From an optimization exercise on the open Yosys and OpenROAD flow, aimed at small area and a short achievable clock period; shortcuts taken in it are not production practice. Only simulation tests tie the RTL to the original design; equivalence was not proved. No activity file was given, so power comes from the tool's default toggle rates.

## ALU_TOP
module ALU_TOP (
  input  wire [15:0] A_TOP,
  input  wire [15:0] B_TOP,
  input  wire [3:0]  ALU_FUN_TOP,
  input  wire        CLK_TOP,
  input  wire        RST_TOP,
  output wire [31:0] Arith_OUT_TOP,
  output wire        Carry_OUT_TOP,
  output wire        Arith_Flag_TOP,
  output wire [15:0] Logic_OUT_TOP,
  output wire        Logic_Flag_TOP,
  output wire [1:0]  CMP_OUT_TOP,
  output wire        CMP_Flag_TOP,
  output wire [15:0] Shift_OUT_TOP,
  output wire        Shift_Flag_TOP
);
Size in the first run: ~58 flip-flops, about 110 I/O pins, about 12,000 um^2 of cells after synthesis.
==> flow/config.mk <==
export PLATFORM = sky130hd
export DESIGN_NAME = ALU_TOP
export DESIGN_NICKNAME = ALU_TOP
export VERILOG_FILES = /design/flow/design.v
export SDC_FILE = /design/flow/constraint.sdc
export NUM_CORES = 4
export LEC_CHECK = 0
export ABC_AREA = 1
export CAP_MARGIN = 20
export CORE_MARGIN = 2
export CORE_UTILIZATION = 60
export CTS_BUF_LIST = sky130_fd_sc_hd__clkbuf_8
export SLEW_MARGIN = 20
==> flow/constraint.sdc <==
create_clock -name core_clock -period 140.0 [get_ports {CLK_TOP}]
set_input_delay 28.0000 -clock core_clock [delete_from_list [all_inputs] [get_ports {CLK_TOP}]]
set_output_delay 28.0000 -clock core_clock [all_outputs]
set_load 0.01 [all_outputs]
standard.sh (not shown) runs the stock make flow with config.mk's settings and CLKGATE_MAP_FILE= SYNTH_SCRIPT=/design/flow/synth_recipe.tcl, a recipe that flattens the netlist after the stock synthesis.
==> flow/flow/run.sh <==
#!/bin/bash
# The standard layout (the standard.sh) with these changes:
# - the port buffers are sky130_fd_sc_hd__buf_1 cells;
# - Yosys's synth skips its generic "abc -fast" pass before full-adder
#   extraction (ABC still maps the design to cells afterwards);
# - ABC's area script (ABC_AREA = 1) is replaced by an area-recovering
#   mapping without ABC's buffering and sizing: strash; dch; map -a; strash; dch; map -a; topo
#   (a copy of ORFS's scripts folder, with only abc_area.script changed);
# - CTS builds a clock tree of clkbuf_8 cells without dummy loads
#   (CTS_ARGS: -sink_clustering_enable -repair_clock_nets -buf_list sky130_fd_sc_hd__clkbuf_8 -dont_use_dummy_load);
set -euo pipefail
cp -r "$FLOW_HOME/scripts" orfs_scripts
printf 'strash\ndch\nmap -a\nstrash\ndch\nmap -a\ntopo\n' > orfs_scripts/abc_area.script
export SCRIPTS_DIR="$PWD/orfs_scripts"
export BUFFER_PORTS_ARGS="-buffer_cell sky130_fd_sc_hd__buf_1"
export SYNTH_ARGS="-noabc"
export SETUP_SLACK_MARGIN=82.8
export CTS_ARGS="-sink_clustering_enable -repair_clock_nets -buf_list sky130_fd_sc_hd__clkbuf_8 -dont_use_dummy_load"
bash standard.sh > standard.log 2>&1
Change:
--- a/flow/flow/run.sh
+++ b/flow/flow/run.sh
@@ -7 +7 @@
-#   mapping without ABC's buffering and sizing: strash; dch; map -a; strash; dch; map -a; topo
+#   mapping without ABC's buffering and sizing: strash; dch; map -a; topo
@@ -9,2 +8,0 @@
-# - CTS builds a clock tree of clkbuf_8 cells without dummy loads
-#   (CTS_ARGS: -sink_clustering_enable -repair_clock_nets -buf_list sky130_fd_sc_hd__clkbuf_8 -dont_use_dummy_load);
@@ -13 +11 @@
-printf 'strash\ndch\nmap -a\nstrash\ndch\nmap -a\ntopo\n' > orfs_scripts/abc_area.script
+printf 'strash\ndch\nmap -a\ntopo\n' > orfs_scripts/abc_area.script
@@ -18 +15,0 @@
-export CTS_ARGS="-sink_clustering_enable -repair_clock_nets -buf_list sky130_fd_sc_hd__clkbuf_8 -dont_use_dummy_load"
Outcome:
- clock-buffer cell count does not change
- power grows by 3.7%
- non-clock buffer count grows by 5
- hold slack gets worse by 10 ps
- die area stays flat
- critical path depth is unchanged
- final area grows by 1.2%
- synthesized area hardly moves
- core utilization grows by 0.81 points
- setup slack gets better by 24 ps

========
== build 80 ==
Starting RTL as in the previous note.
==> flow/config.mk <==
export PLATFORM = sky130hd
export DESIGN_NAME = ALU_TOP
export DESIGN_NICKNAME = ALU_TOP
export VERILOG_FILES = /design/flow/design.v
export SDC_FILE = /design/flow/constraint.sdc
export NUM_CORES = 4
export LEC_CHECK = 0
export ABC_AREA = 1
export CAP_MARGIN = 20
export CORE_MARGIN = 2
export CORE_UTILIZATION = 60
export CTS_BUF_LIST = sky130_fd_sc_hd__clkbuf_4 sky130_fd_sc_hd__clkbuf_8
export SLEW_MARGIN = 20
==> flow/constraint.sdc <==
create_clock -name core_clock -period 140.0 [get_ports {CLK_TOP}]
set_input_delay 28.0000 -clock core_clock [delete_from_list [all_inputs] [get_ports {CLK_TOP}]]
set_output_delay 28.0000 -clock core_clock [all_outputs]
set_load 0.01 [all_outputs]
==> flow/flow/run.sh <==
#!/bin/bash
# The standard layout (the standard.sh) with these changes:
# - the port buffers are sky130_fd_sc_hd__buf_1 cells;
# - Yosys's synth skips its generic "abc -fast" pass before full-adder
#   extraction (ABC still maps the design to cells afterwards);
set -euo pipefail
export BUFFER_PORTS_ARGS="-buffer_cell sky130_fd_sc_hd__buf_1"
export SYNTH_ARGS="-noabc"
export SETUP_SLACK_MARGIN=82.8
bash standard.sh > standard.log 2>&1
Input changes introduced in build 3 (baseline for comparison: build 80):
# build 80
export LEC_CHECK = 0
export ABC_AREA = 1
export CAP_MARGIN = 20
export CORE_MARGIN = 2
export CORE_UTILIZATION = 60
export CTS_BUF_LIST = sky130_fd_sc_hd__clkbuf_4 sky130_fd_sc_hd__clkbuf_8
export SLEW_MARGIN = 20
create_clock -name core_clock -period 140.0 [get_ports {CLK_TOP}]
# build 3
export LEC_CHECK = 0
export ABC_AREA = 1
export CAP_MARGIN = 20
export CORE_MARGIN = 2
export CORE_UTILIZATION = 60
export SLEW_MARGIN = 60
create_clock -name core_clock -period 140.0 [get_ports {CLK_TOP}]
==> flow/flow/run.sh <==
#!/bin/bash
# The standard layout (the standard.sh), with two changes: the port
# buffers are sky130_fd_sc_hd__buf_1 cells, and Yosys's synth skips its
# generic "abc -fast" pass before full-adder extraction (ABC still maps the
# design to cells afterwards).  Each tool's output is in this folder's logs.
set -euo pipefail
export BUFFER_PORTS_ARGS="-buffer_cell sky130_fd_sc_hd__buf_1"
export SYNTH_ARGS="-noabc"
bash standard.sh > standard.log 2>&1
### Flow results
Per the final summary, build 3 finished and its layout is clean on timing, DRC and antenna. Re power: build 3 is 3.0% up on build 80. When build 3 is set beside build 80, its worst path required time turns out to be 28200 ps larger. Status: register fraction of the total cell area parity (build 3, build 80). When build 3 is set beside build 80, its internal power of the cells turns out to be about 5% larger. Looking at critical path's slowest cell, the sky130_fd_sc_hd__fa_1 result is from build 3; the sky130_fd_sc_hd__buf_1 one comes from build 80.
--- input diff build 3..build 97 ---
# build 3
export LEC_CHECK = 0
export ABC_AREA = 1
export CAP_MARGIN = 20
export CORE_MARGIN = 2
export CORE_UTILIZATION = 60
export SLEW_MARGIN = 60
create_clock -name core_clock -period 140.0 [get_ports {CLK_TOP}]
# build 97
export LEC_CHECK = 0
export ABC_AREA = 1
export CAP_MARGIN = 20
export CORE_MARGIN = 2
export CORE_UTILIZATION = 60
export SLEW_MARGIN = 20
create_clock -name core_clock -period 140.0 [get_ports {CLK_TOP}]
==> flow/flow/run.sh <==
#!/bin/bash
# The standard layout (the standard.sh) with these changes:
# - the port buffers are sky130_fd_sc_hd__buf_1 cells;
# - Yosys's synth skips its generic "abc -fast" pass before full-adder
#   extraction (ABC still maps the design to cells afterwards);
set -euo pipefail
export BUFFER_PORTS_ARGS="-buffer_cell sky130_fd_sc_hd__buf_1"
export SYNTH_ARGS="-noabc"
export SETUP_SLACK_MARGIN=83.5
bash standard.sh > standard.log 2>&1
### Flow results
Clock period minus worst slack ends up lower on build 97.
Build 97 vs build 3: overall global routing resource usage up in build 97
Per the comparison of build 97 with build 3, part of the total power dissipated in the clock network shows no meaningful change; floorplan row count held steady; worst-case hold slack higher.
Between build 97 and build 3, it is build 97 whose final worst-path cycle share is lower, by 0.84 points.
Between build 97 and build 3, the difference in per-cell via count in the routed design is negligible.
Looking at leakage power, build 97 sits above build 3.
Between build 97 and build 3, it is build 97 whose path length in cells of the critical path is lower, by 88.
Build 97 vs build 3: transition time at the pin with the least slew margin up in build 97
Total met2 wirelength after detailed routing (lower): build 3
diff inputs: build 97 => build 7
# build 97
export LEC_CHECK = 0
export ABC_AREA = 1
export CAP_MARGIN = 20
export CORE_MARGIN = 2
export CORE_UTILIZATION = 60
export SLEW_MARGIN = 20
create_clock -name core_clock -period 140.0 [get_ports {CLK_TOP}]
# build 7
export LEC_CHECK = 0
export ABC_AREA = 1
export CAP_MARGIN = 20
export CORE_MARGIN = 2
export CORE_UTILIZATION = 60
export CTS_BUF_LIST = sky130_fd_sc_hd__clkbuf_8
export SLEW_MARGIN = 20
create_clock -name core_clock -period 140.0 [get_ports {CLK_TOP}]
diff --git a/flow/flow/run.sh b/flow/flow/run.sh
--- a/flow/flow/run.sh
+++ b/flow/flow/run.sh
@@ -4,7 +4,16 @@
 # - Yosys's synth skips its generic "abc -fast" pass before full-adder
 #   extraction (ABC still maps the design to cells afterwards);
+# - ABC's area script (ABC_AREA = 1) is replaced by an area-recovering
+#   mapping without ABC's buffering and sizing: strash; &get -n; &deepsyn -T 30; &put; dch; amap; topo
+#   (a copy of ORFS's scripts folder, with only abc_area.script changed);
+# - CTS builds a clock tree of clkbuf_8 cells without dummy loads
+#   (CTS_ARGS: -sink_clustering_enable -repair_clock_nets -buf_list sky130_fd_sc_hd__clkbuf_8 -dont_use_dummy_load);
 set -euo pipefail
+cp -r "$FLOW_HOME/scripts" orfs_scripts
+printf 'strash\n&get -n\n&deepsyn -T 30\n&put\ndch\namap\ntopo\n' > orfs_scripts/abc_area.script
+export SCRIPTS_DIR="$PWD/orfs_scripts"
 export BUFFER_PORTS_ARGS="-buffer_cell sky130_fd_sc_hd__buf_1"
 export SYNTH_ARGS="-noabc"
-export SETUP_SLACK_MARGIN=83.5
+export SETUP_SLACK_MARGIN=82.8
+export CTS_ARGS="-sink_clustering_enable -repair_clock_nets -buf_list sky130_fd_sc_hd__clkbuf_8 -dont_use_dummy_load"
 bash standard.sh > standard.log 2>&1
### Flow results
- Relative to build 97, complex-gate fraction of the synthesized area increased by 13 points in build 7.
- In build 7 relative to build 97, internal power summed over all cells had gone down by more than 10%.
- Re critical path depth: no difference whatsoever between build 97 and build 7.

## re-timing with driven ports
In the flow no input, the clock included, has a driving cell. The finished layouts below were timed again as built, in two steps.
Step 1 assumes that a clkbuf_16 drives the clock port and a buf_2 every other input.
Step 2 adds t to the input delays and takes it off the output delays; t is the mean of the earliest and latest rising clock arrival at the registers after step 1. Input paths then give back, and output paths get back, about the clock's delay inside the block.
a / b / c = ideal ports / drivers / drivers and shift; a / b = the first two.
run	t (ns)	slack for setup (ns)	hold slack, ns	latest minus earliest clock arrival (ns)	worst slew at a driven data input, ns
the first run of note 1	0.357	83.449 / 83.429 / 83.429	27.475 / 27.469 / 27.826	0.031 / 0.030	0.04
the second run of note 1	0.372	83.473 / 83.446 / 83.446	27.465 / 27.458 / 27.830	0.016 / 0.015	0.04
build 80	0.392	83.541 / 83.520 / 83.520	27.450 / 27.439 / 27.831	0.019 / 0.019	0.03
build 3	0.375	82.373 / 82.388 / 82.013	27.474 / 27.461 / 27.836	0.012 / 0.012	0.03
build 97	0.377	83.544 / 83.523 / 83.523	27.479 / 27.463 / 27.840	0.010 / 0.010	0.03
build 7	0.355	83.470 / 83.448 / 83.448	27.481 / 27.477 / 27.832	0.028 / 0.027	0.03
After both steps setup and hold are still met in every run listed. The setup slack of build 3, which loses most, moves by +0.015 ns with the drivers and by -0.360 ns with both steps.
